Source: an optimization exercise on an open RTL-to-GDS flow (aim: small area, a short achievable clock period and few clock cycles). Production flows keep margins and buffers that such runs may drop.
RTL that was checked went through simulation tests only; none was proved equivalent to the original.

## NfiVe_MDU
module NfiVe_MDU (
	input clk,
	input rst_n,
	input start,
	output done,
	input [2:0] op,
	input mul_div,
	input [31:0] op1, op2,
	output [31:0] result
);
export LEC_CHECK = 0
export ABC_AREA = 1
export CAP_MARGIN = 20
export CORE_MARGIN = 2
export CORE_UTILIZATION = 45
export SLEW_MARGIN = 20
create_clock -name core_clock -period 10.0 [get_ports {clk}]
standard.sh (not shown) runs the stock make flow with config.mk's settings and CLKGATE_MAP_FILE= SYNTH_SCRIPT=/design/flow/synth_recipe.tcl, a recipe that flattens the netlist after the stock synthesis.
==> flow/flow/run.sh <==
#!/bin/bash
set -euo pipefail
cd "$(dirname "$0")/.."
knobs=()
while IFS= read -r line; do
  [[ -n "$line" ]] && knobs+=("$line")
done < flow/knobs.txt
bash standard.sh "${knobs[@]}" finish > flow_standard.log 2>&1
==> flow/flow/knobs.txt <==
SETUP_SLACK_MARGIN=6.5
TNS_END_PERCENT=0
BUFFER_PORTS_ARGS=-buffer_cell sky130_fd_sc_hd__buf_1
The baseline produced a clean layout.
Testbench counts at the start, summed over its fixed seeds: cycles 22,552.
Rerun with:
==> flow/flow/knobs.txt (replaced) <==
SETUP_SLACK_MARGIN=6.5
TNS_END_PERCENT=100
Worst setup slack gets worse by 0.46 ns.
Final area goes up by 34%.
Synthesized area does not change.
Rerun with:
==> flow/flow/run.sh (replaced) <==
#!/bin/bash
set -euo pipefail
cd "$(dirname "$0")/.."
bash standard.sh $(cat flow/knobs.txt) finish > flow_standard.log 2>&1
==> flow/flow/knobs.txt (replaced) <==
SETUP_SLACK_MARGIN=7 TNS_END_PERCENT=0
ABC_AREA = not set   (was 1)
CORE_UTILIZATION = 52   (was 45)
Cell area falls by about 27%.
Flip-flop and latch count is unchanged.
Rerun with:
==> flow/flow/knobs.txt (replaced) <==
SETUP_SLACK_MARGIN=6.5 TNS_END_PERCENT=0
ABC_AREA = 1   (was not set)
CORE_UTILIZATION = 45   (was 52)
=> Hold slack loses 0.0046 ns. Via count rises by 12%. Utilization fell by 7.6 points. Cell area rises by 7.7%. Routed wire length increases by 14%. Cell count came out higher by 29%. Worst setup slack improved by 0.48 ns. Global-route usage falls by 1.0 points. Critical path depth fell by 5.


NfiVe_MDU, a different RTL version from the one above (not shown whole).
Size: ~2900 cells after synthesis, roughly 180 flip-flops, roughly 100 I/O pins.
Settings: LEC_CHECK=0, CAP_MARGIN=20, CORE_MARGIN=2, CORE_UTILIZATION=45, SLEW_MARGIN=20; clock period 10.0 ns.
==> flow/flow/run.sh <==
#!/bin/bash
set -euo pipefail
cd "$(dirname "$0")/.."
bash standard.sh $(cat flow/knobs.txt) finish > flow_standard.log 2>&1
==> flow/flow/knobs.txt <==
SETUP_SLACK_MARGIN=7 TNS_END_PERCENT=0
Then changed:
- ABC_AREA: unset -> 1
Outcome: Setup slack gains 0.32 ns. Maximum frequency rises by roughly a tenth. Global-route usage rises by 0.67 points. Final area increases by a little under a tenth. Routed wire length increases by roughly a tenth.
Function was not checked in any run of this note: the RTL went through the layout flow alone.


## run 1
Another version of the RTL of NfiVe_MDU (not shown whole).
For scale: about 2,100 cells after synthesis, ~16,000 µm² of cells after synthesis.
Design NfiVe_MDU, start of the top module:
module NfiVe_MDU (
	input clk,
	input rst_n,
	input start,
	output done,
	input [2:0] op,
	input mul_div,
	input [31:0] op1, op2,
	output [31:0] result
);
	localparam S_IDLE = 3'd0, S_MUL = 3'd1, S_PRE = 3'd2, S_DIV = 3'd3,
	           S_CORR = 3'd4, S_FIN = 3'd5;
	reg [2:0]  state;
	reg        done_r;
	reg [2:0]  op_r;
	reg [4:0]  cnt;
	reg [32:0] M;       
	reg [31:0] B;       
	reg [33:0] acc;     
	reg        bprev;   
	reg        corr;    
	reg        inv;     
	reg        sa;      
	assign done = done_r;
	assign result = B;
	wire        sgn_div = ~op[0];
	wire        a_neg = sgn_div & op1[31];
	wire        b_neg = sgn_div & op2[31];
	wire [31:0] a_abs = a_neg ? (~op1 + 32'd1) : op1;
	wire [31:0] b_abs = b_neg ? (~op2 + 32'd1) : op2;
	wire       is_mul = (state == S_MUL);
	wire       is_div = (state == S_DIV);
	wire [2:0] bw0 = {B[1:0], bprev};
	wire [2:0] bw1 = B[3:1];
	wire one0 = is_mul ? (bw0[1] ^ bw0[0]) : 1'b1;
	wire two0 = is_mul & ((bw0[2] & ~bw0[1] & ~bw0[0]) | (~bw0[2] & bw0[1] & bw0[0]));
	wire neg0 = is_mul ? bw0[2] : is_div;
	wire one1 = is_mul & (bw1[1] ^ bw1[0]);
	wire two1 = is_mul & ((bw1[2] & ~bw1[1] & ~bw1[0]) | (~bw1[2] & bw1[1] & bw1[0]));
	wire neg1 = is_mul & bw1[2];
	wire [34:0] m35 = {{2{M[32]}}, M};
	wire [34:0] m2  = {M[32], M, 1'b0};
	wire [34:0] pp0 = ({35{one0}} & m35 | {35{two0}} & m2) ^ {35{neg0}};
	wire [34:0] pp1 = ({35{one1}} & m35 | {35{two1}} & m2) ^ {35{neg1}};
	wire [36:0] r0 = {{3{acc[33]}}, acc};
	wire [36:0] r1 = {{2{pp0[34]}}, pp0};
	wire [36:0] r2 = {pp1, neg1, neg1};
	wire [36:0] cs_s = r0 ^ r1 ^ r2;
	wire [36:0] cs_c = (r0 & r1) | (r0 & r2) | (r1 & r2);
	wire [36:0] sum = cs_s + {cs_c[35:0], neg1} + {36'd0, neg0};
	wire [5:0] za, zb;
	lzc32 u_lza (.x(acc[31:0]), .z(za));
	lzc32 u_lzb (.x(M[31:0]), .z(zb));
	wire [6:0] sdiff = {1'b0, zb} - {1'b0, za};
	wire       b_zero = zb[5];
	wire       s_neg = sdiff[6];
	wire [31:0] m_al = M[31:0] << sdiff[4:0];
	wire ge = ~sum[36];
	wire [31:0] r_new = ge ? sum[31:0] : acc[31:0];
	wire        rem = op_r[1];
	always @(posedge clk or negedge rst_n) begin
		if (~rst_n) begin
			state <= S_IDLE;
			done_r <= 1'b0;
		end else begin
  ...
Settings: LEC_CHECK=0, CAP_MARGIN=20, CORE_MARGIN=2, CORE_UTILIZATION=45, SETUP_SLACK_MARGIN=5, SLEW_MARGIN=20; clock period 10.0 ns.
run.sh (not shown) runs the stock make flow with config.mk's settings and CLKGATE_MAP_FILE= SYNTH_SCRIPT=/design/flow/synth_recipe.tcl, a recipe that flattens the netlist after the stock synthesis.
Stock flow here: none of the scripts above is used.
Run 1: PASS, flow complete, no timing, DRC or antenna violations
Modified inputs, run 2 compared to run 1
# run 1
export LEC_CHECK = 0
export CAP_MARGIN = 20
export CORE_MARGIN = 2
export CORE_UTILIZATION = 45
export SETUP_SLACK_MARGIN = 5
export SLEW_MARGIN = 20
create_clock -name core_clock -period 10.0 [get_ports {clk}]
# run 2
export LEC_CHECK = 0
export CAP_MARGIN = 20
export CORE_MARGIN = 2
export CORE_UTILIZATION = 45
export SLEW_MARGIN = 20
create_clock -name core_clock -period 10.0 [get_ports {clk}]
==> summary.txt <==
- Run 2: cell count of the worst hold path 1 above run 1
- Compared to run 1, run 2 has utilization 8.6 points lower.
- [compare] base=run 1 new=run 2: sequential share of layout area higher; via count of the first global-routing pass lower.
- Per the comparison of run 2 with run 1, synthesized cell count level, data arrival time of the worst path rose by 2090 ps, least setup slack across all paths after layout dropped 2070 ps.
- The global-route usage of run 2 falls short of that of run 1 by 3.5 points.
Setup changes, run 2 to run 3
# run 2
export LEC_CHECK = 0
export CAP_MARGIN = 20
export CORE_MARGIN = 2
export CORE_UTILIZATION = 45
export SLEW_MARGIN = 20
create_clock -name core_clock -period 10.0 [get_ports {clk}]
# run 3
export LEC_CHECK = 0
export ABC_CLOCK_PERIOD_IN_PS = 3000
export CAP_MARGIN = 20
export CORE_MARGIN = 2
export CORE_UTILIZATION = 45
export SETUP_SLACK_MARGIN = 5
export SLEW_MARGIN = 20
create_clock -name core_clock -period 10.0 [get_ports {clk}]
### Flow results
- The post-placement cell area was comparable across run 2 and run 3.
- Delta (run 3 minus run 2): setup slack rose 2070 ps; non-clock buffer instance count of the final layout picked up an extra 110%; part of the cycle the worst path needs now smaller.
- Run 3 vs run 2 — fmax climbed by more than a quarter
- Final standard cell count with taps included and fillers excluded went up by a few percent going from run 2 to run 3.
- The number of nets in the finished design in run 2 is 0.934 times that in run 3.
No functional check of the RTL was part of any run of this note.

[port drivers added, routing unchanged]
How much do the figures lean on ideal ports? The routed layouts below were timed once more, with nothing changed but the port constraints. Step 1 (the two cells are an assumption about what drives the block):
set clk [get_ports {clk}]
set_driving_cell -lib_cell sky130_fd_sc_hd__clkbuf_16 $clk
set_driving_cell -lib_cell sky130_fd_sc_hd__buf_2 [delete_from_list [all_inputs] $clk]
Step 2 adds t to the input delays and takes it off the output delays; t is the mean of the earliest and latest rising clock arrival at the registers after step 1. Input paths then give back, and output paths get back, about the clock's delay inside the block. Slacks: no drivers / after step 1 / after step 2; pairs: no drivers / after step 1.
| run | t (ns) | slack for setup (ns) | latest minus earliest clock arrival (ns) |
|---|---|---|---|
| the first run of note 1 | 0.517 | 6.040 / 6.040 / 5.653 | 0.013 / 0.014 |
| the second run of note 1 | 0.520 | 5.584 / 5.584 / 5.450 | 0.019 / 0.019 |
| the third run of note 1 | 0.490 | 5.549 / 5.549 / 5.105 | 0.019 / 0.020 |
| the fourth run of note 1 | 0.515 | 6.028 / 6.050 / 5.535 | 0.016 / 0.016 |
| the first run of note 2 | 0.559 | 6.164 / 6.184 / 5.641 | 0.034 / 0.034 |
| the second run of note 2 | 0.571 | 6.485 / 6.485 / 6.026 | 0.017 / 0.016 |
| run 1 | 0.504 | 4.964 / 4.964 / 4.598 | 0.012 / 0.012 |
| run 2 | 0.510 | 2.889 / 2.889 / 2.889 | 0.009 / 0.009 |
| run 3 | 0.504 | 4.964 / 4.964 / 4.598 | 0.012 / 0.012 |
After both steps every run listed still meets setup and hold. The setup slack of the first run of note 2, which loses most, moves by +0.020 ns with the drivers and by -0.523 ns with both steps.
